This is an optimization exercise on Yosys and OpenROAD, whose aim is small area, not a production implementation. Only simulation tests tie the RTL to the original design; equivalence was not proved. Power figures rest on the tool's default switching activity, not on a simulated workload.

==> design.v <==
module Lab_4_1(a,b,c,d,o1,o2,o3,o4,o5,o6,o7);
input a,b,c,d;
output o1,o2,o3,o4,o5,o6,o7;
assign o1 = (!((!a&b&d) | (a&!b&!c) | (a&!d) | (c&b) | (!b&!d) | (!a&c)));
assign o2 = (!((!a&!b) | (!b&!d) | (!a&c&d) | (!a&!c&!d) | (a&!c&d)));
assign o3 = (!((!a&!c) | (!a&d) | (!a&b) | (!c&d) | (a&!b)));
assign o4 = (!((!a&!b&c) | (!a&!b&!d) | (b&c&!d) | (!b&c&d) | (b&!c&d) | (a&!c&!d)));
assign o5 = (!((!b&!d) | (a&b) | (c&!d) | (a&c)));
assign o6 = (!((!a&b&!c) | (b&!d) | (a&c) | (a&!b) | (!c&!d)));
assign o7 = (!((!a&b&!c) | (!a&!b&c) | (c&!d) | (a&d) | (a&!b)));
endmodule 
module VGA_Controller(clk, rst, xLength, yLength, ScreenArea, hsync, vsync, blank_n);
input clk, rst;
output reg [9:0]xLength, yLength; 
output reg ScreenArea;  
output hsync, vsync, blank_n;
reg p_hSync, p_vSync; 
localparam [9:0] porchHF = 10'd640;  
localparam [9:0] syncH = 10'd655; 
localparam [9:0] porchHB = 10'd747;  
localparam [9:0] maxH = 10'd793;  
localparam [9:0] porchVF = 10'd480;  
localparam [9:0] syncV = 10'd490;  
localparam [9:0] porchVB = 10'd492;  
localparam [9:0] maxV = 10'd525;  
always@(posedge clk)
	begin
		if(rst == 1'b1)
			xLength <= 10'd0;
		else if(xLength == maxH)
			xLength <= 10'd0;
		else
			xLength <= xLength + 10'd1;
	end
always@(posedge clk)
	begin
		if(rst == 1'b1)
			yLength <= 10'd0;
		else if(xLength == maxH)
			begin
				if(yLength == maxV)
					yLength <= 10'd0;
				else
					yLength <= yLength + 10'd1;
			end
	end
always@(posedge clk)  
	begin
		ScreenArea <= ((xLength < porchHF) && (yLength < porchVF)); 
	end
always@(posedge clk)  
	begin
		p_hSync <= ((xLength >= syncH) && (xLength < porchHB)); 
		p_vSync <= ((yLength >= syncV) && (yLength < porchVB)); 
	end
assign vsync = ~p_vSync; 
assign hsync = ~p_hSync;
assign blank_n = ScreenArea;
endmodule
module Guy(clk, rst, up, down, left, right, update, xLength, yLength, Guy);
input clk, rst;
input up, down, left, right, update;
input [9:0] xLength;
input [9:0] yLength;
output reg Guy;
reg [9:0] GuyX;
reg [8:0] GuyY;
wire [10:0] dx = {1'b0, xLength} - {1'b0, GuyX};
wire [9:0] dy = yLength - {1'b0, GuyY};
always@(posedge clk)
	begin
		Guy <= (dx >= 11'd1 && dx <= 11'd14) && (dy >= 10'd1 && dy <= 10'd14);
	end
reg [2:0]S;
reg [2:0]NS;
parameter Go_up = 3'd0,
		Go_down = 3'd1,
		Go_left = 3'd2,
		Go_right = 3'd3,
		Stay = 3'd7;
always @(posedge clk) if (rst == 1'b1 || update == 1'b1)
begin
	if (rst ==1'b1)
		S <= Stay;
	else
		S <= NS;
end
always@(*)
		case(S)
			Go_up:    NS = (up == 1'b0) ? Go_up : Stay;
			Go_down:  NS = (down == 1'b0) ? Go_down : Stay;
			Go_left:  NS = (left == 1'b0) ? Go_left : Stay;
			Go_right: NS = (right == 1'b0) ? Go_right : Stay;
			Stay:
				begin
					if (up == 1'b0)
						NS = Go_up;
					else if (down == 1'b0)
						NS = Go_down;
					else if (left == 1'b0)
						NS = Go_left;
					else if (right == 1'b0)
						NS = Go_right;
					else
						NS = Stay;
				end
			default:
				NS = Stay;
		endcase
wire moving = (S[2] == 1'b0);
wire vertical = (S[1] == 1'b0);
wire [9:0] pos = vertical ? {1'b0, GuyY} : GuyX;
wire [9:0] moved = pos + (S[0] ? 10'd3 : 10'h3FD);
always @(posedge clk) if (rst == 1'b1 || update == 1'b1)
		begin
			if (rst == 1'b1)
				begin
					GuyX <= 10'd305;
					GuyY <= 9'd200;
				end
			else if (moving)
				begin
					if (vertical)
						GuyY <= moved[8:0];
					else
						GuyX <= moved;
				end
		end
endmodule
module Apple(clk, xLength, yLength, apple, apple_shown);
input clk;
input [9:0] xLength;
input [9:0] yLength;
output reg [4:0] apple;
output reg apple_shown;
wire [9:0] x = xLength;
wire [9:0] y = yLength;
wire [4:0] a;
assign a[2] = (x >= 10'd205 && x < 10'd220) && (y >= 10'd400 && y < 10'd415);
assign a[1] = (x >= 10'd135 && x < 10'd150) && (y >= 10'd300 && y < 10'd315);
assign a[0] = (x >= 10'd35  && x < 10'd50 ) && (y >= 10'd80  && y < 10'd95 );
assign a[3] = (x >= 10'd440 && x < 10'd455) && (y >= 10'd290 && y < 10'd305);
assign a[4] = (x >= 10'd600 && x < 10'd615) && (y >= 10'd50  && y < 10'd65 );
wire n1 = ((y >= 10'd402 && y < 10'd404) && (x >= 10'd209 && x < 10'd213)) ||
          ((y >= 10'd404 && y < 10'd410) && (x >= 10'd211 && x < 10'd213)) ||
          ((y >= 10'd410 && y < 10'd412) && (x >= 10'd209 && x < 10'd215));
wire n2 = ((y >= 10'd302 && y < 10'd304) && (x >= 10'd137 && x < 10'd145)) ||
          ((y >= 10'd304 && y < 10'd306) && (x >= 10'd145 && x < 10'd147)) ||
          ((y >= 10'd306 && y < 10'd308) && (x >= 10'd139 && x < 10'd145)) ||
          ((y >= 10'd308 && y < 10'd310) && (x >= 10'd137 && x < 10'd139)) ||
          ((y >= 10'd310 && y < 10'd312) && (x >= 10'd137 && x < 10'd147));
wire n3 = ((y >= 10'd82 && y < 10'd84) && (x >= 10'd37 && x < 10'd45)) ||
          ((y >= 10'd84 && y < 10'd86) && (x >= 10'd45 && x < 10'd47)) ||
          ((y >= 10'd86 && y < 10'd88) && (x >= 10'd41 && x < 10'd45)) ||
          ((y >= 10'd88 && y < 10'd90) && (x >= 10'd45 && x < 10'd47)) ||
          ((y >= 10'd90 && y < 10'd92) && (x >= 10'd37 && x < 10'd45));
wire n4 = ((y >= 10'd292 && y < 10'd296) && ((x >= 10'd442 && x < 10'd444) || (x >= 10'd450 && x < 10'd452))) ||
          ((y >= 10'd296 && y < 10'd298) && (x >= 10'd444 && x < 10'd452)) ||
          ((y >= 10'd298 && y < 10'd302) && (x >= 10'd450 && x < 10'd452));
wire n5 = ((y >= 10'd52 && y < 10'd54) && (x >= 10'd602 && x < 10'd612)) ||
          ((y >= 10'd54 && y < 10'd56) && (x >= 10'd602 && x < 10'd604)) ||
          ((y >= 10'd56 && y < 10'd58) && (x >= 10'd602 && x < 10'd610)) ||
          ((y >= 10'd58 && y < 10'd60) && (x >= 10'd610 && x < 10'd612)) ||
          ((y >= 10'd60 && y < 10'd62) && (x >= 10'd602 && x < 10'd610));
always @(posedge clk)
	begin
		apple <= a;
		apple_shown <= (|a) && !(n1 || n2 || n3 || n4 || n5);
	end
endmodule
module Truck(clk, xLength, yLength, truck);
input clk;
input [9:0] xLength;
input [9:0] yLength;
output reg truck;
wire [9:0] x = xLength;
wire [9:0] y = yLength;
wire top = (x > 10'd60  && x < 10'd90 ) || (x > 10'd165 && x < 10'd195) || (x > 10'd200 && x < 10'd230) ||
           (x > 10'd365 && x < 10'd395) || (x > 10'd400 && x < 10'd430) || (x > 10'd505 && x < 10'd535) ||
           (x > 10'd540 && x < 10'd570);
wire bot = (x > 10'd95  && x < 10'd125) || (x > 10'd130 && x < 10'd160) || (x > 10'd235 && x < 10'd265) ||
           (x > 10'd270 && x < 10'd300) || (x > 10'd330 && x < 10'd360) || (x > 10'd435 && x < 10'd465) ||
           (x > 10'd470 && x < 10'd500) || (x > 10'd575 && x < 10'd605);
always @(posedge clk)
	truck <= (top && y > 10'd0 && y < 10'd30) || (bot && y > 10'd450 && y < 10'd480);
endmodule
module Easy(clk, rst, update, xLength, yLength, hit, hard_only);
input clk, rst, update;
input [9:0] xLength;
input [9:0] yLength;
output reg hit;        
output reg hard_only;  
reg [8:0] n486, n487;
reg [7:0] n246, n244;
reg [3:0] q6, q12;
wire [8:0] n486_nx = rst ? 9'd0 : !update ? n486 : (n486 == 9'd485) ? 9'd0 : n486 + 9'd1;
wire [8:0] n487_nx = rst ? 9'd0 : !update ? n487 : (n487 == 9'd486) ? 9'd0 : n487 + 9'd1;
wire [7:0] n246_nx = rst ? 8'd0 : !update ? n246 : (n246 == 8'd245) ? 8'd0 : n246 + 8'd1;
wire [7:0] n244_nx = rst ? 8'd0 : !update ? n244 : (n244 == 8'd243) ? 8'd0 : n244 + 8'd1;
wire [3:0] q6_nx = rst ? 4'd0 : (update && n244 == 8'd243) ? q6 + 4'd1 : q6;
wire [3:0] q12_nx = rst ? 4'd0 : (update && n246 == 8'd245) ? q12 + 4'd1 : q12;
always @(posedge clk) begin
	n486 <= n486_nx;
	n487 <= n487_nx;
	n246 <= n246_nx;
	n244 <= n244_nx;
	q6 <= q6_nx;
	q12 <= q12_nx;
end
reg [3:0] kn; reg inln;
always @(*) begin
	kn = 4'd0; inln = 1'b0;
	if (xLength >= 10'd65 && xLength <= 10'd83) begin kn = 4'd0; inln = 1'b1; end
	if (xLength >= 10'd100 && xLength <= 10'd118) begin kn = 4'd1; inln = 1'b1; end
	if (xLength >= 10'd135 && xLength <= 10'd153) begin kn = 4'd2; inln = 1'b1; end
	if (xLength >= 10'd170 && xLength <= 10'd188) begin kn = 4'd3; inln = 1'b1; end
	if (xLength >= 10'd205 && xLength <= 10'd223) begin kn = 4'd4; inln = 1'b1; end
	if (xLength >= 10'd240 && xLength <= 10'd258) begin kn = 4'd5; inln = 1'b1; end
	if (xLength >= 10'd275 && xLength <= 10'd293) begin kn = 4'd6; inln = 1'b1; end
	if (xLength >= 10'd335 && xLength <= 10'd353) begin kn = 4'd8; inln = 1'b1; end
	if (xLength >= 10'd370 && xLength <= 10'd388) begin kn = 4'd9; inln = 1'b1; end
	if (xLength >= 10'd405 && xLength <= 10'd423) begin kn = 4'd10; inln = 1'b1; end
	if (xLength >= 10'd440 && xLength <= 10'd458) begin kn = 4'd11; inln = 1'b1; end
	if (xLength >= 10'd475 && xLength <= 10'd493) begin kn = 4'd12; inln = 1'b1; end
	if (xLength >= 10'd510 && xLength <= 10'd528) begin kn = 4'd13; inln = 1'b1; end
	if (xLength >= 10'd545 && xLength <= 10'd563) begin kn = 4'd14; inln = 1'b1; end
	if (xLength >= 10'd580 && xLength <= 10'd598) begin kn = 4'd15; inln = 1'b1; end
end
reg [8:0] nn;
reg [8:0] r0, r1, r2, r3, r4, r5, r6;
always @(*) begin
	case (kn)
		4'd0: begin nn = n486_nx; r0 = 9'd30; r1 = 9'd111; r2 = 9'd192; r3 = 9'd283; r4 = 9'd334; r5 = 9'd415; r6 = 9'd511; end
		4'd1: begin nn = n486_nx; r0 = 9'd50; r1 = 9'd151; r2 = 9'd222; r3 = 9'd293; r4 = 9'd344; r5 = 9'd445; r6 = 9'd511; end
		4'd2: begin nn = {1'b0,n246_nx}; r0 = 9'd10; r1 = 9'd46; r2 = 9'd82; r3 = 9'd98; r4 = 9'd154; r5 = 9'd210; r6 = 9'd511; end
		4'd3: begin nn = n486_nx; r0 = 9'd60; r1 = 9'd106; r2 = 9'd267; r3 = 9'd338; r4 = 9'd415; r5 = 9'd469; r6 = 9'd511; end
		4'd4: begin nn = n486_nx; r0 = 9'd20; r1 = 9'd131; r2 = 9'd292; r3 = 9'd363; r4 = 9'd424; r5 = 9'd465; r6 = 9'd511; end
		4'd5: begin nn = {1'b0,n244_nx}; r0 = 9'd90; r1 = 9'd106; r2 = 9'd177; r3 = 9'd233; r4 = 9'd511; r5 = 9'd511; r6 = 9'd511; end
		4'd6: begin nn = n486_nx; r0 = 9'd55; r1 = 9'd156; r2 = 9'd227; r3 = 9'd299; r4 = 9'd352; r5 = 9'd456; r6 = 9'd511; end
		4'd8: begin nn = n486_nx; r0 = 9'd70; r1 = 9'd161; r2 = 9'd222; r3 = 9'd258; r4 = 9'd319; r5 = 9'd425; r6 = 9'd511; end
		4'd9: begin nn = n486_nx; r0 = 9'd70; r1 = 9'd156; r2 = 9'd242; r3 = 9'd293; r4 = 9'd334; r5 = 9'd395; r6 = 9'd511; end
		4'd10: begin nn = n486_nx; r0 = 9'd35; r1 = 9'd111; r2 = 9'd202; r3 = 9'd248; r4 = 9'd294; r5 = 9'd425; r6 = 9'd511; end
		4'd11: begin nn = {1'b0,n246_nx}; r0 = 9'd10; r1 = 9'd51; r2 = 9'd102; r3 = 9'd168; r4 = 9'd204; r5 = 9'd220; r6 = 9'd511; end
		4'd12: begin nn = n486_nx; r0 = 9'd50; r1 = 9'd161; r2 = 9'd222; r3 = 9'd258; r4 = 9'd339; r5 = 9'd435; r6 = 9'd511; end
		4'd13: begin nn = n487_nx; r0 = 9'd50; r1 = 9'd81; r2 = 9'd152; r3 = 9'd228; r4 = 9'd284; r5 = 9'd385; r6 = 9'd466; end
		4'd14: begin nn = n487_nx; r0 = 9'd40; r1 = 9'd71; r2 = 9'd132; r3 = 9'd228; r4 = 9'd264; r5 = 9'd365; r6 = 9'd456; end
		4'd15: begin nn = n486_nx; r0 = 9'd100; r1 = 9'd151; r2 = 9'd222; r3 = 9'd303; r4 = 9'd344; r5 = 9'd435; r6 = 9'd511; end
		default: begin nn = 9'd0; r0 = 9'd511; r1 = 9'd511; r2 = 9'd511; r3 = 9'd511; r4 = 9'd511; r5 = 9'd511; r6 = 9'd511; end
	endcase
end
reg [3:0] k;
reg inl;
reg [6:0] b;  
always @(posedge clk) begin
	k <= kn;
	inl <= inln;
	b <= {nn > r6, nn > r5, nn > r4, nn > r3, nn > r2, nn > r1, nn > r0};
end
reg [8:0] n; reg [1:0] typ; reg ho; reg [6:0] sv;
reg [9:0] c0, c1, c2, c3, c4, c5, c6;
always @(*) begin
	case (k)
		4'd0: begin n = n486; typ = 2'd0; ho = 1'b0; sv = 7'b0111111; c0 = 10'd450; c1 = 10'd370; c2 = 10'd290; c3 = 10'd200; c4 = 10'd150; c5 = 10'd70; c6 = 10'd0; end
		4'd1: begin n = n486; typ = 2'd1; ho = 1'b0; sv = 7'b0111111; c0 = 10'd50; c1 = 10'd150; c2 = 10'd220; c3 = 10'd290; c4 = 10'd340; c5 = 10'd440; c6 = 10'd0; end
		4'd2: begin n = {1'b0,n246}; typ = 2'd2; ho = 1'b1; sv = 7'b0111111; c0 = 10'd20; c1 = 10'd90; c2 = 10'd160; c3 = 10'd190; c4 = 10'd300; c5 = 10'd410; c6 = 10'd0; end
		4'd3: begin n = n486; typ = 2'd0; ho = 1'b0; sv = 7'b0111111; c0 = 10'd420; c1 = 10'd375; c2 = 10'd215; c3 = 10'd145; c4 = 10'd69; c5 = 10'd16; c6 = 10'd0; end
		4'd4: begin n = n486; typ = 2'd0; ho = 1'b1; sv = 7'b0111111; c0 = 10'd460; c1 = 10'd350; c2 = 10'd190; c3 = 10'd120; c4 = 10'd60; c5 = 10'd20; c6 = 10'd0; end
		4'd5: begin n = {1'b0,n244}; typ = 2'd2; ho = 1'b0; sv = 7'b0001111; c0 = 10'd180; c1 = 10'd210; c2 = 10'd350; c3 = 10'd460; c4 = 10'd0; c5 = 10'd0; c6 = 10'd0; end
		4'd6: begin n = n486; typ = 2'd1; ho = 1'b0; sv = 7'b0111111; c0 = 10'd55; c1 = 10'd155; c2 = 10'd225; c3 = 10'd296; c4 = 10'd348; c5 = 10'd451; c6 = 10'd0; end
		4'd8: begin n = n486; typ = 2'd1; ho = 1'b0; sv = 7'b0111111; c0 = 10'd70; c1 = 10'd160; c2 = 10'd220; c3 = 10'd255; c4 = 10'd315; c5 = 10'd420; c6 = 10'd0; end
		4'd9: begin n = n486; typ = 2'd0; ho = 1'b1; sv = 7'b0111111; c0 = 10'd410; c1 = 10'd325; c2 = 10'd240; c3 = 10'd190; c4 = 10'd150; c5 = 10'd90; c6 = 10'd0; end
		4'd10: begin n = n486; typ = 2'd0; ho = 1'b0; sv = 7'b0111111; c0 = 10'd445; c1 = 10'd370; c2 = 10'd280; c3 = 10'd235; c4 = 10'd190; c5 = 10'd60; c6 = 10'd0; end
		4'd11: begin n = {1'b0,n246}; typ = 2'd2; ho = 1'b1; sv = 7'b0111111; c0 = 10'd20; c1 = 10'd100; c2 = 10'd200; c3 = 10'd330; c4 = 10'd400; c5 = 10'd430; c6 = 10'd0; end
		4'd12: begin n = n486; typ = 2'd1; ho = 1'b0; sv = 7'b0111111; c0 = 10'd50; c1 = 10'd160; c2 = 10'd220; c3 = 10'd255; c4 = 10'd335; c5 = 10'd430; c6 = 10'd0; end
		4'd13: begin n = n487; typ = 2'd0; ho = 1'b0; sv = 7'b1111111; c0 = 10'd430; c1 = 10'd400; c2 = 10'd330; c3 = 10'd255; c4 = 10'd200; c5 = 10'd100; c6 = 10'd20; end
		4'd14: begin n = n487; typ = 2'd0; ho = 1'b1; sv = 7'b1111111; c0 = 10'd440; c1 = 10'd410; c2 = 10'd350; c3 = 10'd255; c4 = 10'd220; c5 = 10'd120; c6 = 10'd30; end
		4'd15: begin n = n486; typ = 2'd1; ho = 1'b0; sv = 7'b0111111; c0 = 10'd100; c1 = 10'd150; c2 = 10'd220; c3 = 10'd300; c4 = 10'd340; c5 = 10'd430; c6 = 10'd0; end
		default: begin n = 9'd0; typ = 2'd0; ho = 1'b0; sv = 7'b0; c0 = 10'd0; c1 = 10'd0; c2 = 10'd0; c3 = 10'd0; c4 = 10'd0; c5 = 10'd0; c6 = 10'd0; end
	endcase
end
wire [2:0] m;
assign m[2] = b[3];
assign m[1] = b[1] && !b[3] || b[5];
assign m[0] = b[0] && !b[1] || b[2] && !b[3] || b[4] && !b[5] || b[6];
wire [9:0] u = {1'b0, n} - {7'b0, m};  
wire [9:0] v = (typ == 2'd0) ? yLength - u : (typ == 2'd1) ? yLength + u : yLength + {u[8:0], 1'b0};
wire [6:0] sh;
wire [9:0] d0 = v - c0;
assign sh[0] = sv[0] && (!b[0] ? (d0 >= 10'd1 && d0 <= 10'd19) : (typ == 2'd0) ? (d0 >= 10'd545 && d0 <= 10'd563) : (d0 >= 10'd481 && d0 <= 10'd499));
wire [9:0] d1 = v - c1;
assign sh[1] = sv[1] && (!b[1] ? (d1 >= 10'd1 && d1 <= 10'd19) : (typ == 2'd0) ? (d1 >= 10'd545 && d1 <= 10'd563) : (d1 >= 10'd481 && d1 <= 10'd499));
wire [9:0] d2 = v - c2;
assign sh[2] = sv[2] && (!b[2] ? (d2 >= 10'd1 && d2 <= 10'd19) : (typ == 2'd0) ? (d2 >= 10'd545 && d2 <= 10'd563) : (d2 >= 10'd481 && d2 <= 10'd499));
wire [9:0] d3 = v - c3;
assign sh[3] = sv[3] && (!b[3] ? (d3 >= 10'd1 && d3 <= 10'd19) : (typ == 2'd0) ? (d3 >= 10'd545 && d3 <= 10'd563) : (d3 >= 10'd481 && d3 <= 10'd499));
wire [9:0] d4 = v - c4;
assign sh[4] = sv[4] && (!b[4] ? (d4 >= 10'd1 && d4 <= 10'd19) : (typ == 2'd0) ? (d4 >= 10'd545 && d4 <= 10'd563) : (d4 >= 10'd481 && d4 <= 10'd499));
wire [9:0] d5 = v - c5;
assign sh[5] = sv[5] && (!b[5] ? (d5 >= 10'd1 && d5 <= 10'd19) : (typ == 2'd0) ? (d5 >= 10'd545 && d5 <= 10'd563) : (d5 >= 10'd481 && d5 <= 10'd499));
wire [9:0] d6 = v - c6;
assign sh[6] = sv[6] && (!b[6] ? (d6 >= 10'd1 && d6 <= 10'd19) : (typ == 2'd0) ? (d6 >= 10'd545 && d6 <= 10'd563) : (d6 >= 10'd481 && d6 <= 10'd499));
wire [8:0] z = v[8:0] - {((k == 4'd5) ? q6 : q12), 5'b0};
wire top = (yLength <= 10'd18);
wire bot = (yLength >= 10'd513);
wire [4:0] wo25 = z[4:0] - 5'd25;
wire go25 = (wo25 > yLength[4:0]);
wire ho25 = (z > 9'd25) && (z < 9'd45) && !(top && go25 || bot && !go25);
wire [4:0] wo75 = z[4:0] - 5'd11;
wire go75 = (wo75 > yLength[4:0]);
wire ho75 = (z > 9'd75) && (z < 9'd95) && !(top && go75 || bot && !go75);
wire [4:0] wo375 = z[4:0] - 5'd23;
wire go375 = (wo375 > yLength[4:0]);
wire ho375 = (z > 9'd375) && (z < 9'd395) && !(top && go375 || bot && !go375);
wire [4:0] wo415 = z[4:0] - 5'd31;
wire go415 = (wo415 > yLength[4:0]);
wire ho415 = (z > 9'd415) && (z < 9'd435) && !(top && go415 || bot && !go415);
wire oh5 = (k == 4'd5) && (ho25 || ho75 || ho375 || ho415);
wire [4:0] wo255 = z[4:0] - 5'd31;
wire go255 = (wo255 > yLength[4:0]);
wire ho255 = (z > 9'd255) && (z < 9'd275) && !(top && go255 || bot && !go255);
wire oh11 = (k == 4'd11) && (ho255);
always @(posedge clk) begin
	hit <= inl && ((|sh) || oh5 || oh11);
	hard_only <= ho;
end
endmodule
module collision (clk,rst,Guy,cake,border,apple,win,game_over, score); 
input clk, rst, Guy, border;  
input [4:0] apple;
input cake;  
output win, game_over;  
output [3:0] score;  
wire Guy;
wire [4:0] apple;
wire border;
wire cake;
wire [4:0]eat; 
wire hit;  
assign eat[0] = (Guy && apple[0]);
assign eat[1] = (Guy && apple[1]);
assign eat[2] = (Guy && apple[2]);
assign eat[3] = (Guy && apple[3]);
assign eat[4] = (Guy && apple[4]);
assign hit = (Guy && border) || (Guy && cake);
localparam alive1 = 3'd0,
				alive2 = 3'd1,
				alive3 = 3'd2,
				alive4 = 3'd3,
				alive5 = 3'd4,
				winner = 3'd5,
				loser = 3'd6;
reg [2:0]S;
reg [2:0]NS;
always @(posedge clk)
	begin
		if (rst == 1'b1)
			begin
			S <= alive1;
			end
		else
			begin
			S <= NS;
			end
	end
always @(*) 
	case (S)
		alive1: 
			begin
				if (hit == 1'b1)
					NS = loser;
				else if(eat[2] == 1'b1)
					NS = alive2;
				else
					NS = alive1;
			end
			alive2: 
			begin
				if (hit == 1'b1)
					NS = loser;
				else if(eat[1] == 1'b1)
					NS = alive3;
				else
					NS = alive2;
			end
			alive3: 
			begin
				if (hit == 1'b1)
					NS = loser;
				else if(eat[0] == 1'b1)
					NS = alive4;
				else
					NS = alive3;
			end
			alive4: 
			begin
				if (hit == 1'b1)
					NS = loser;
				else if(eat[3] == 1'b1)
					NS = alive5;
				else
					NS = alive4;
			end
			alive5: 
			begin
				if (hit == 1'b1)
					NS = loser;
				else if(eat[4] == 1'b1)
					NS = winner;
				else
					NS = alive5;
			end
		winner:	 
			NS = winner;
		loser:   
			NS = loser;
		default:
			NS = S;
	endcase
reg [2:0] S_d;
always @(posedge clk)
	begin
		if (rst == 1'b1)
			S_d <= alive1;
		else
			S_d <= S;
	end
assign win = (S_d == winner);
assign game_over = (S_d == loser);
assign score = (S_d == alive1) ? 4'b0001 :
               (S_d == alive2) ? 4'b0010 :
               (S_d == alive3) ? 4'b0011 :
               (S_d == alive4) ? 4'b0100 :
               (S_d == alive5) ? 4'b0101 : 4'b0000;
endmodule
module text(clk, xLength, yLength, game_over_text, win_text, level_num1_text, level_num2_text);
input clk;
input [9:0] xLength;
input [9:0] yLength;
output reg game_over_text, win_text, level_num1_text, level_num2_text;
wire go1 = ((yLength >= 10'd200)  && (yLength < 10'd210))  &&  ( ( (xLength >= 10'd100) && (xLength < 10'd150) ) || ( (xLength >= 10'd170) && (xLength < 10'd200) ) || ( (xLength >= 10'd230) && (xLength < 10'd260) ) || ( (xLength >= 10'd290) && (xLength < 10'd300) ) || ( (xLength >= 10'd330) && (xLength < 10'd340) ) || ( (xLength >= 10'd350) && (xLength < 10'd360) ) || ( (xLength >= 10'd390) && (xLength < 10'd400) ) || ( (xLength >= 10'd420) && (xLength < 10'd460) ) || ( (xLength >= 10'd470) && (xLength < 10'd480) ) || ( (xLength >= 10'd510) && (xLength < 10'd520) ));
wire go2 = ((yLength >= 10'd210) && (yLength < 10'd220))  &&  ( ( (xLength >= 10'd120) && (xLength < 10'd130) ) || ( (xLength >= 10'd160) && (xLength < 10'd170) ) || ( (xLength >= 10'd200) && (xLength < 10'd210) ) || ( (xLength >= 10'd220) && (xLength < 10'd230) ) || ( (xLength >= 10'd260) && (xLength < 10'd270) ) || ( (xLength >= 10'd290) && (xLength < 10'd310) ) || ( (xLength >= 10'd320) && (xLength < 10'd340) ) || ( (xLength >= 10'd350) && (xLength < 10'd360) ) || ( (xLength >= 10'd390) && (xLength < 10'd400) ) || ( (xLength >= 10'd410) && (xLength < 10'd420) ) || ( (xLength >= 10'd470) && (xLength < 10'd480) ) || ( (xLength >= 10'd510) && (xLength < 10'd520) ));
wire go3 = ((yLength >= 10'd220) && (yLength < 10'd230))  &&  ( ( (xLength >= 10'd120) && (xLength < 10'd130) ) || ( (xLength >= 10'd160) && (xLength < 10'd170) ) || ( (xLength >= 10'd200) && (xLength < 10'd210) ) || ( (xLength >= 10'd220) && (xLength < 10'd230) ) || ( (xLength >= 10'd260) && (xLength < 10'd270) ) || ( (xLength >= 10'd290) && (xLength < 10'd300) ) || ( (xLength >= 10'd310) && (xLength < 10'd320) ) || ( (xLength >= 10'd330) && (xLength < 10'd340) ) || ( (xLength >= 10'd350) && (xLength < 10'd360) ) || ( (xLength >= 10'd390) && (xLength < 10'd400) ) || ( (xLength >= 10'd410) && (xLength < 10'd420) ) || ( (xLength >= 10'd470) && (xLength < 10'd520) ));
wire go4 = ((yLength >= 10'd230) && (yLength < 10'd240))  &&  ( ( (xLength >= 10'd120) && (xLength < 10'd130) ) || ( (xLength >= 10'd160) && (xLength < 10'd170) ) || ( (xLength >= 10'd200) && (xLength < 10'd210) ) || ( (xLength >= 10'd220) && (xLength < 10'd230) ) || ( (xLength >= 10'd260) && (xLength < 10'd270) ) || ( (xLength >= 10'd290) && (xLength < 10'd300) ) || ( (xLength >= 10'd330) && (xLength < 10'd340) ) || ( (xLength >= 10'd350) && (xLength < 10'd360) ) || ( (xLength >= 10'd390) && (xLength < 10'd400) ) || ( (xLength >= 10'd410) && (xLength < 10'd420) ) || ( (xLength >= 10'd470) && (xLength < 10'd480) ) || ( (xLength >= 10'd510) && (xLength < 10'd520) ));
wire go5 = ((yLength >= 10'd240) && (yLength < 10'd250))  &&  ( ( (xLength >= 10'd120) && (xLength < 10'd130) ) || ( (xLength >= 10'd170) && (xLength < 10'd200) ) || ( (xLength >= 10'd230) && (xLength < 10'd260) ) || ( (xLength >= 10'd290) && (xLength < 10'd300) ) || ( (xLength >= 10'd330) && (xLength < 10'd340) ) || ( (xLength >= 10'd360) && (xLength < 10'd390) ) || ( (xLength >= 10'd420) && (xLength < 10'd460) ) || ( (xLength >= 10'd470) && (xLength < 10'd480) ) || ( (xLength >= 10'd510) && (xLength < 10'd520) ));
wire go6 = ((yLength >= 10'd260)  && (yLength < 10'd270))  &&  ( ( (xLength >= 10'd205) && (xLength < 10'd245) ) || ( (xLength >= 10'd275) && (xLength < 10'd285) ) || ( (xLength >= 10'd315) && (xLength < 10'd325) ) || ( (xLength >= 10'd355) && (xLength < 10'd365) ) || ( (xLength >= 10'd375) && (xLength < 10'd425) ) );
wire go7 = ((yLength >= 10'd270)  && (yLength < 10'd280))  &&  ( ( (xLength >= 10'd195) && (xLength < 10'd205) ) || ( (xLength >= 10'd265) && (xLength < 10'd275) ) || ( (xLength >= 10'd285) && (xLength < 10'd295) ) || ( (xLength >= 10'd315) && (xLength < 10'd325) ) || ( (xLength >= 10'd345) && (xLength < 10'd355) ) || ( (xLength >= 10'd375) && (xLength < 10'd385) ));
wire go8 = ((yLength >= 10'd280)  && (yLength < 10'd290))  &&  ( ( (xLength >= 10'd195) && (xLength < 10'd205) ) || ( (xLength >= 10'd255) && (xLength < 10'd305) ) || ( (xLength >= 10'd315) && (xLength < 10'd345) ) || ( (xLength >= 10'd375) && (xLength < 10'd405) ));
wire go9 = ((yLength >= 10'd290)  && (yLength < 10'd300)) &&  ( ( (xLength >= 10'd195) && (xLength < 10'd205) ) || ( (xLength >= 10'd255) && (xLength < 10'd265) ) || ( (xLength >= 10'd295) && (xLength < 10'd305) ) || ( (xLength >= 10'd315) && (xLength < 10'd325) ) || ( (xLength >= 10'd345) && (xLength < 10'd355) ) || ( (xLength >= 10'd375) && (xLength < 10'd385) ));
wire go10 = ((yLength >= 10'd300) && (yLength < 10'd310)) &&  ( ( (xLength >= 10'd205) && (xLength < 10'd245) ) || ( (xLength >= 10'd255) && (xLength < 10'd265) ) || ( (xLength >= 10'd295) && (xLength < 10'd305) ) || ( (xLength >= 10'd315) && (xLength < 10'd325) ) || ( (xLength >= 10'd355) && (xLength < 10'd365) ) || ( (xLength >= 10'd375) && (xLength < 10'd425) ));
wire win1 = ((yLength >= 10'd230)  && (yLength < 10'd240))  && ( ( (xLength >= 10'd230) && (xLength < 10'd240) ) || ( (xLength >= 10'd270) && (xLength < 10'd280) ) || ( (xLength >= 10'd290) && (xLength < 10'd320) ) || ( (xLength >= 10'd340) && (xLength < 10'd380) ) || ((xLength >= 10'd390) && (xLength < 10'd440) ) );
wire win2 = ((yLength >= 10'd240) && (yLength < 10'd250))  && ( ( (xLength >= 10'd230) && (xLength < 10'd250) ) || ( (xLength >= 10'd270) && (xLength < 10'd280) ) || ( (xLength >= 10'd300) && (xLength < 10'd310) ) || ( (xLength >= 10'd330) && (xLength < 10'd340) ) || ((xLength >= 10'd390) && (xLength < 10'd400) ) );
wire win3 = ((yLength >= 10'd250) && (yLength < 10'd260))  && ( ( (xLength >= 10'd230) && (xLength < 10'd240) ) || ( (xLength >= 10'd250) && (xLength < 10'd260) ) || ( (xLength >= 10'd270) && (xLength < 10'd280) ) || ( (xLength >= 10'd300) && (xLength < 10'd310) ) || ( (xLength >= 10'd330) && (xLength < 10'd340) ) || ((xLength >= 10'd390) && (xLength < 10'd420) ));
wire win4 = ((yLength >= 10'd260) && (yLength < 10'd270))  && ( ( (xLength >= 10'd230) && (xLength < 10'd240) ) || ( (xLength >= 10'd260) && (xLength < 10'd280) ) || ( (xLength >= 10'd300) && (xLength < 10'd310) ) || ( (xLength >= 10'd330) && (xLength < 10'd340) ) || ((xLength >= 10'd390) && (xLength < 10'd400) ) );
wire win5 = ((yLength >= 10'd270) && (yLength < 10'd280))  && ( ( (xLength >= 10'd230) && (xLength < 10'd240) ) || ( (xLength >= 10'd270) && (xLength < 10'd280) ) || ( (xLength >= 10'd290) && (xLength < 10'd320) ) || ( (xLength >= 10'd340) && (xLength < 10'd380) ) || ((xLength >= 10'd390) && (xLength < 10'd440) ) );
wire lvone1 = ((yLength >= 10'd3)  && (yLength < 10'd5))  && ( ( (xLength >= 10'd15) && (xLength < 10'd25) )  || ( (xLength >= 10'd31) && (xLength < 10'd33) ) || ( (xLength >= 10'd39) && (xLength < 10'd49) ) || ( (xLength >= 10'd51) && (xLength < 10'd53) ) || ( (xLength >= 10'd59) && (xLength < 10'd61) ));
wire lvone2 = ((yLength >= 10'd5)  && (yLength < 10'd7))  && ( ( (xLength >= 10'd15) && (xLength < 10'd17) )  || ( (xLength >= 10'd29) && (xLength < 10'd31) ) || ( (xLength >= 10'd33) && (xLength < 10'd35) ) || ( (xLength >= 10'd39) && (xLength < 10'd41) ) || ( (xLength >= 10'd51) && (xLength < 10'd53) ) || ( (xLength >= 10'd59) && (xLength < 10'd61) ) );
wire lvone3 = ((yLength >= 10'd7)  && (yLength < 10'd9))  && ( ( (xLength >= 10'd15) && (xLength < 10'd21) )  || ( (xLength >= 10'd27) && (xLength < 10'd37) ) || ( (xLength >= 10'd39) && (xLength < 10'd49) ) || ( (xLength >= 10'd53) && (xLength < 10'd55) ) || ( (xLength >= 10'd57) && (xLength < 10'd59) ));
wire lvone4 = ((yLength >= 10'd9)  && (yLength < 10'd11))  && ( ( (xLength >= 10'd15) && (xLength < 10'd17) )  || ( (xLength >= 10'd27) && (xLength < 10'd29) ) || ( (xLength >= 10'd35) && (xLength < 10'd37) ) || ( (xLength >= 10'd47) && (xLength < 10'd49) ) || ( (xLength >= 10'd55) && (xLength < 10'd57) ));
wire lvone5 = ((yLength >= 10'd11)  && (yLength < 10'd13)) && ( ( (xLength >= 10'd15) && (xLength < 10'd25) ) || ( (xLength >= 10'd27) && (xLength < 10'd29) ) || ( (xLength >= 10'd35) && (xLength < 10'd37) ) || ( (xLength >= 10'd39) && (xLength < 10'd49) ) || ( (xLength >= 10'd55) && (xLength < 10'd57) )  );
wire lvtwo1 = ((yLength >= 10'd3)  && (yLength < 10'd5))  && ( ( (xLength >= 10'd15) && (xLength < 10'd17) )  || ( (xLength >= 10'd23) && (xLength < 10'd25) ) || ( (xLength >= 10'd31) && (xLength < 10'd33) ) || ( (xLength >= 10'd41) && (xLength < 10'd47) ) || ( (xLength >= 10'd51) && (xLength < 10'd59) ));
wire lvtwo2 = ((yLength >= 10'd5)  && (yLength < 10'd7))  && ( ( (xLength >= 10'd15) && (xLength < 10'd17) )  || ( (xLength >= 10'd23) && (xLength < 10'd25) ) || ( (xLength >= 10'd29) && (xLength < 10'd31) ) || ( (xLength >= 10'd33) && (xLength < 10'd35) ) || ( (xLength >= 10'd39) && (xLength < 10'd41) ) || ( (xLength >= 10'd47) && (xLength < 10'd49) ) || ( (xLength >= 10'd51) && (xLength < 10'd53) ) || ( (xLength >= 10'd59) && (xLength < 10'd61) ));
wire lvtwo3 = ((yLength >= 10'd7)  && (yLength < 10'd9))  && ( ( (xLength >= 10'd15) && (xLength < 10'd25) )  || ( (xLength >= 10'd27) && (xLength < 10'd37) ) || ( (xLength >= 10'd39) && (xLength < 10'd49) ) || ( (xLength >= 10'd51) && (xLength < 10'd53) ) || ( (xLength >= 10'd59) && (xLength < 10'd61) ));
wire lvtwo4 = ((yLength >= 10'd9)  && (yLength < 10'd11))  && ( ( (xLength >= 10'd15) && (xLength < 10'd17) )  || ( (xLength >= 10'd23) && (xLength < 10'd25) ) || ( (xLength >= 10'd27) && (xLength < 10'd29) ) || ( (xLength >= 10'd35) && (xLength < 10'd37) ) || ( (xLength >= 10'd39) && (xLength < 10'd41) ) || ( (xLength >= 10'd45) && (xLength < 10'd47) ) || ( (xLength >= 10'd51) && (xLength < 10'd53) ) || ( (xLength >= 10'd59) && (xLength < 10'd61) ));
wire lvtwo5 = ((yLength >= 10'd11)  && (yLength < 10'd13)) && ( ( (xLength >= 10'd15) && (xLength < 10'd17) ) || ( (xLength >= 10'd23) && (xLength < 10'd25) ) || ( (xLength >= 10'd27) && (xLength < 10'd29) ) || ( (xLength >= 10'd35) && (xLength < 10'd37) ) || ( (xLength >= 10'd39) && (xLength < 10'd41) )  || ( (xLength >= 10'd47) && (xLength < 10'd49) ) || ( (xLength >= 10'd51) && (xLength < 10'd59) ));
always @(posedge clk)
	begin
		game_over_text <= go1 || go2 || go3 || go4 || go5 || go6 || go7 || go8 || go9 || go10;
		win_text <= win1 || win2 || win3 || win4 || win5;
		level_num1_text <= lvone1 || lvone2 || lvone3 || lvone4 || lvone5;
		level_num2_text <= lvtwo1 || lvtwo2 || lvtwo3 || lvtwo4 || lvtwo5;
	end
endmodule
module Too_Much_Cake(clk, rst, tick, up, down, left, right, VGA_R, VGA_G, VGA_B, hsync, vsync, blank_n, difficulty, o1,o2,o3,o4,o5,o6,o7);
input clk, rst;
input tick;
input difficulty;
input up, down, left, right;
output hsync, vsync, blank_n;
output o1,o2,o3,o4,o5,o6,o7;
output [7:0] VGA_R, VGA_G, VGA_B;
wire update = tick;
wire [9:0] xLength;
wire [9:0] yLength;
wire ScreenArea;
VGA_Controller VGA(clk, rst, xLength, yLength, ScreenArea, hsync, vsync, blank_n);
wire Guy;
Guy Guy1(clk, rst, up, down, left, right, update, xLength, yLength, Guy);
wire [4:0] apple;
wire apple_shown;
Apple app(clk, xLength, yLength, apple, apple_shown);
wire truck;
Truck tru(clk, xLength, yLength, truck);
wire lane_hit, lane_hard_only;
Easy Cakes(clk, rst, update, xLength, yLength, lane_hit, lane_hard_only);
reg cake;
always @(posedge clk)
	cake <= lane_hit && (difficulty || !lane_hard_only);
reg border;
always @(posedge clk)
	border <= (xLength < 15) || (xLength >= 630 && xLength < 641) || (yLength < 15) || (yLength >= 465 && yLength < 481);
wire game_over;
wire win;
wire [3:0] score;
collision WL(clk, rst, Guy, cake, border, apple, win, game_over, score);
Lab_4_1 Lab4(score[3],score[2],score[1],score[0],o1,o2,o3,o4,o5,o6,o7);
wire game_over_text, win_text, level_num1_text, level_num2_text;
text txt(clk, xLength, yLength, game_over_text, win_text, level_num1_text, level_num2_text);
reg R, G, B;
wire edge_ = border && !(difficulty ? level_num2_text : level_num1_text);
always @(posedge clk)
	begin
		if (game_over)
			begin
				R <= game_over_text;
				G <= 1'b0;
				B <= 1'b0;
			end
		else if (win)
			begin
				R <= 1'b0;
				G <= win_text;
				B <= 1'b0;
			end
		else
			begin
				R <= edge_ || apple_shown || Guy || cake;
				G <= edge_ || cake || truck;
				B <= edge_ || Guy;
			end
	end
reg r_q, g_q, b_q;
always @(posedge clk)
	begin
		r_q <= R;
		g_q <= G;
		b_q <= B;
	end
assign VGA_R = {8{r_q}};
assign VGA_G = {8{g_q}};
assign VGA_B = {8{b_q}};
endmodule
==> run.sh <==
#!/bin/bash
# synth_recipe.tcl (not shown) runs the flow's synth.tcl, then flattens the netlist and writes it again
# the make line also repeats each setting of config.mk as NAME=value (left out here)
make -C /OpenROAD-flow-scripts/flow DESIGN_CONFIG=/design/flow/config.mk WORK_HOME=/design/flow/orfs CLKGATE_MAP_FILE= SYNTH_SCRIPT=/design/flow/synth_recipe.tcl finish
==> config.mk <==
export PLATFORM = sky130hd
export DESIGN_NAME = Too_Much_Cake
export DESIGN_NICKNAME = Too_Much_Cake
export VERILOG_FILES = /design/flow/design.v
export SDC_FILE = /design/flow/constraint.sdc
export NUM_CORES = 4
export LEC_CHECK = 0
export CAP_MARGIN = 20
export CORE_MARGIN = 2
export CORE_UTILIZATION = 45
export GPL_TIMING_DRIVEN = 0
export SLEW_MARGIN = 20
==> constraint.sdc <==
create_clock -name core_clock -period 10.0 [get_ports {clk}]
set_input_delay 2.0000 -clock core_clock [delete_from_list [all_inputs] [get_ports {clk}]]
set_output_delay 2.0000 -clock core_clock [all_outputs]
set_load 0.01 [all_outputs]
==> results.yml <==
synth:
  ys_warn_count: 8
  synth_ff_type: "dfxtp_1"
  synth_cell_type_count: 89
  ys_top_cells_by_count: "282 x nor2_1, 272 x nand2_1, 217 x ha_1, 202 x a21oi_1, 162 x o21ai_0"
  synth_top_family_by_area: "simple AND/OR/NAND/NOR gates"
  synth_edf_count: 22
  synth_top_area_share_pct: 14.4
  synth_cells: 2646
  synth_compound_area_share_pct: 26.1
  seq_area_frac_synth_pct: 14.7
  synth.most_common_cell: "nor2_1"
  synth_top_area_cell: "ha_1"
  syn_avg_cell_area_um2: 7.12
  synthXorXnorAreaFrac_pct: 6.86
  yosys_register_bits: 127
  synthAdderAreaFrac_pct: 16.1
  synthMuxAreaShare_pct: 1.63
  async_reset_ff_share_pct: 0
  synthTopCellsByArea: "ha_1 14%, dfxtp_1 11%, nor2_1 5.6%"
  syn-cell-area_mm2: 0.0188
  synthSimpleGateAreaFrac_pct: 28.6
routing:
  via_per_inst: 6.59
  route.vias.total: 21500
  remaining_drc_errors: 0
  wl_per_cell_um: 24.7
  drt-initial-drc-count: 2812
  antenna_left: 0
  finalWirelength_um: 80500
  first_pass_iters: 6
cts:
  clkSlewWorstSetupHoldPaths_ns: 0.07
  cts_num_sinks: 127
  cts_made_buffers: 17
  root_buffer: "clkbuf_16"
  ctsHtreeMaxLevel: 4
  ctsHoldBuffers: 0
  cts_tree: "yes"
  clockBufferDepth: 2
  clock_latency_ns: 0.45
global_routing:
  grt_usage_pct: 36.1
  antenna_found_initial: 0
  grt_max_degree: 17
  grt_pass1_wl_um: 121000
  grt_pass1_vias: 20200
  grt-ovfl-total: 0
sta:
  clock.fmax_mhz: 107
  final-hold-violation-count: 0
  tightest_slew_ns: 1.26
  setup_viol: 0
  skew_ns: 0.0193
  min_period_over_period_pct: 93.5
  holdWs_ns: 0.328
  slew_violations: 0
  period_needed_ns: 9.35
  slew_headroom_pct: 15.6
  rsz0062_at_grt: "no"
critical_path:
  cp.arrival_ns: 9.60
  reg2regPathDepth: 33
  cp-start-kind: "flop"
  cp_max_fo: 11
  cp-end-kind: "flop"
  cp.depth: 33
  crit_type: "reg2reg"
  cp_top_family: "compound AO/OA/AOI/OAI gates"
  critPathRequiredTime_ns: 10.25
  cp.buffers_inverters: 8
  crit_slowest_cell: "xnor2_1"
  critPathMaxStageDelay_ns: 0.60
floorplanning:
  die_area_mm2: 0.0435
  io_pins: 42
  coreArea_mm2: 0.0411
  initial_core_util_pct: 45.8
  die_x_um: 209
  dieHeight_um: 209
  row_count: 74
layout:
  fin_cells: 3257
  nets: 2952
  fillers: 4139
  drive_gt1_share_pct: 4.66
  area_delta_synth_final_pct: 9.49
  final-seq-area_mm2: 0.00276
  antennaDiodeCount: 0
  multi_input_area_mm2: 0.0150
  fin_util_pct: 50.2
hold_path:
  holdCritPathClass: "reg2reg"
  min_path_cells: 0
placement:
  io_buffers: 39
  dpl.hpwl_um: 63000
  gp_congestion: 1.06
  placed_cells: 3223
job:
  maxCapViolCount: 0
power:
  powerDensity_mw_per_mm2: 112
  peakVddDrop_mv: 0.142
  power_leakage_nw: 8.51
status:
  status: "timing/DRC/antenna clean"
-- cell families (layout without fill, tap and decap cells) --
kind of cell / after synthesis / in the layout
buf+inv: 272 / 349
fa+ha+maj: 233 / 233
other cells: 1 / 3
simple gates: 1089 / 1089
xor+xnor: 146 / 146
flops: 127 / 127
compound gates: 748 / 748
mux: 30 / 30
-- cell type report --
class                           instances  area share (%)
Multi-Input combinational cell       2249            72.7
Sequential cell                       127            13.4
Buffer                                149            3.26
Tap cell                              532            3.23
Inverter                              122            2.24
Timing Repair Buffer                   46            2.12
Clock buffer                           17            2.06
Clock inverter                         15            1.03
-- state kept, by name, summed over array words and instances, names as in the netlist, 4 cells and up --
register and count:
Cakes.n487 9, Cakes.n486 9, Cakes.n244 8, Guy1.GuyX 10, Guy1.GuyY 9, VGA.xLength 10, VGA.yLength 10, Cakes.q12 4
Cakes.q6 4, Cakes.k 4, Cakes.n246 8, app.apple 5, Cakes.b 7
-- worst reg2reg max path, delay by kind of cell (launching register included) --
kind	cells	cell delay (ns)
buffers and inverters	8	2.29
xor gates and xnor gates	1	0.60
AOI/OAI and AO/OA	13	3.01
muxes	1	0.26
DFF	1	0.45
adders and majority gates	3	1.07
and+or+nand+nor	7	1.48
-- layout by cell type, fill, tap and decap left out, drive strengths merged, types with 24 or more instances in the layout --
master         count
a21oi            202
clkdlybuf4s50     39
nor3              89
buf               69
nand2            272
clkbuf           104
a21o              45
dfxtp            105
o21a              37
a31oi             34
ha               217
xor2              63
o21ai            162
nand3             87
inv              130
or3               24
and3              28
nor4              25
nor2             283
nand4             37
nand2b            77
nor2b             56
xnor2             82
mux2i             25
a211oi            24
-- what timing repair did --
item,in CTS,in global routing
resized for setup,0,3
buffers inserted,0,3
endpoints found under the hold margin,0,0
endpoints found under the setup margin,0,1
-- report_power, final --
part / switching, mW / total [mW] / internal [mW]
Combinational: 0.609 / 1.03 / 0.420
Sequential: 0.0205 / 0.571 / 0.550
Clock: 0.295 / 0.703 / 0.408
-- worst paths after layout --
kind	startpoint	end	slack [ns]
setup reg to reg	Cakes.k[2]	Cakes.hit	0.65
hold / removal	B	b_q	0.33
hold reg to reg	B	b_q	0.33
setup / recovery	Cakes.k[2]	Cakes.hit	0.65
-- stage by stage --
step | worst slack (ns) | area, um^2 | TNS [ns] | power (mW)
after floorplan | 2.85 | 18800 | 0 | 1.34
final | 0.645 | 20600 | 0 | 2.30
after detailed placement | 0.325 | 19900 | 0 | 1.58
after CTS | 0.282 | 20600 | 0 | 2.28
after global placement | -0.198 | 19900 | -0.198 | 1.54
after global routing | 0.0739 | 20600 | 0 | 2.43
-- routing by layer --
layer / GRT usage [%] / routed length [um] / share of wire [%] / up-vias
li1: - / - / - / 9777
met1: 46.4 / 33300 / 41 / 10200
met2: 57.7 / 35400 / 44 / 1217
met3: 5.89 / 6970 / 8.6 / 268
met4: 19.7 / 4870 / 6.0 / 0
met5: 0 / 0 / 0 / -

[what the ideal ports hide]
The flow's constraints put no driver on any port. The routed layout listed below was extracted and timed again, unchanged, in two steps. Step 1 sets driving cells, clkbuf_16 on the clock port and buf_2 on the other inputs (assumed; they add their load-dependent delay and slew). Step 2 moves the port delays by t, midway between the first and last clock arrival at a register: inputs arrive t later, outputs are due t later. That takes back most of the time a late clock gives input paths. Three values: no drivers, after step 1, after step 2; two values: the first two.
shift t [ns]: 0.508
slack for setup (ns): 0.645 / 0.645 / 0.645
latest minus earliest clock arrival (ns): 0.019 / 0.019
worst data-port slew with drivers (ns): 0.04
cell pins on the clock port's net: 1
After both steps setup and hold are still met in this run. For this run, drivers alone change the setup slack by 0.000 ns; drivers and shift together by 0.000 ns.
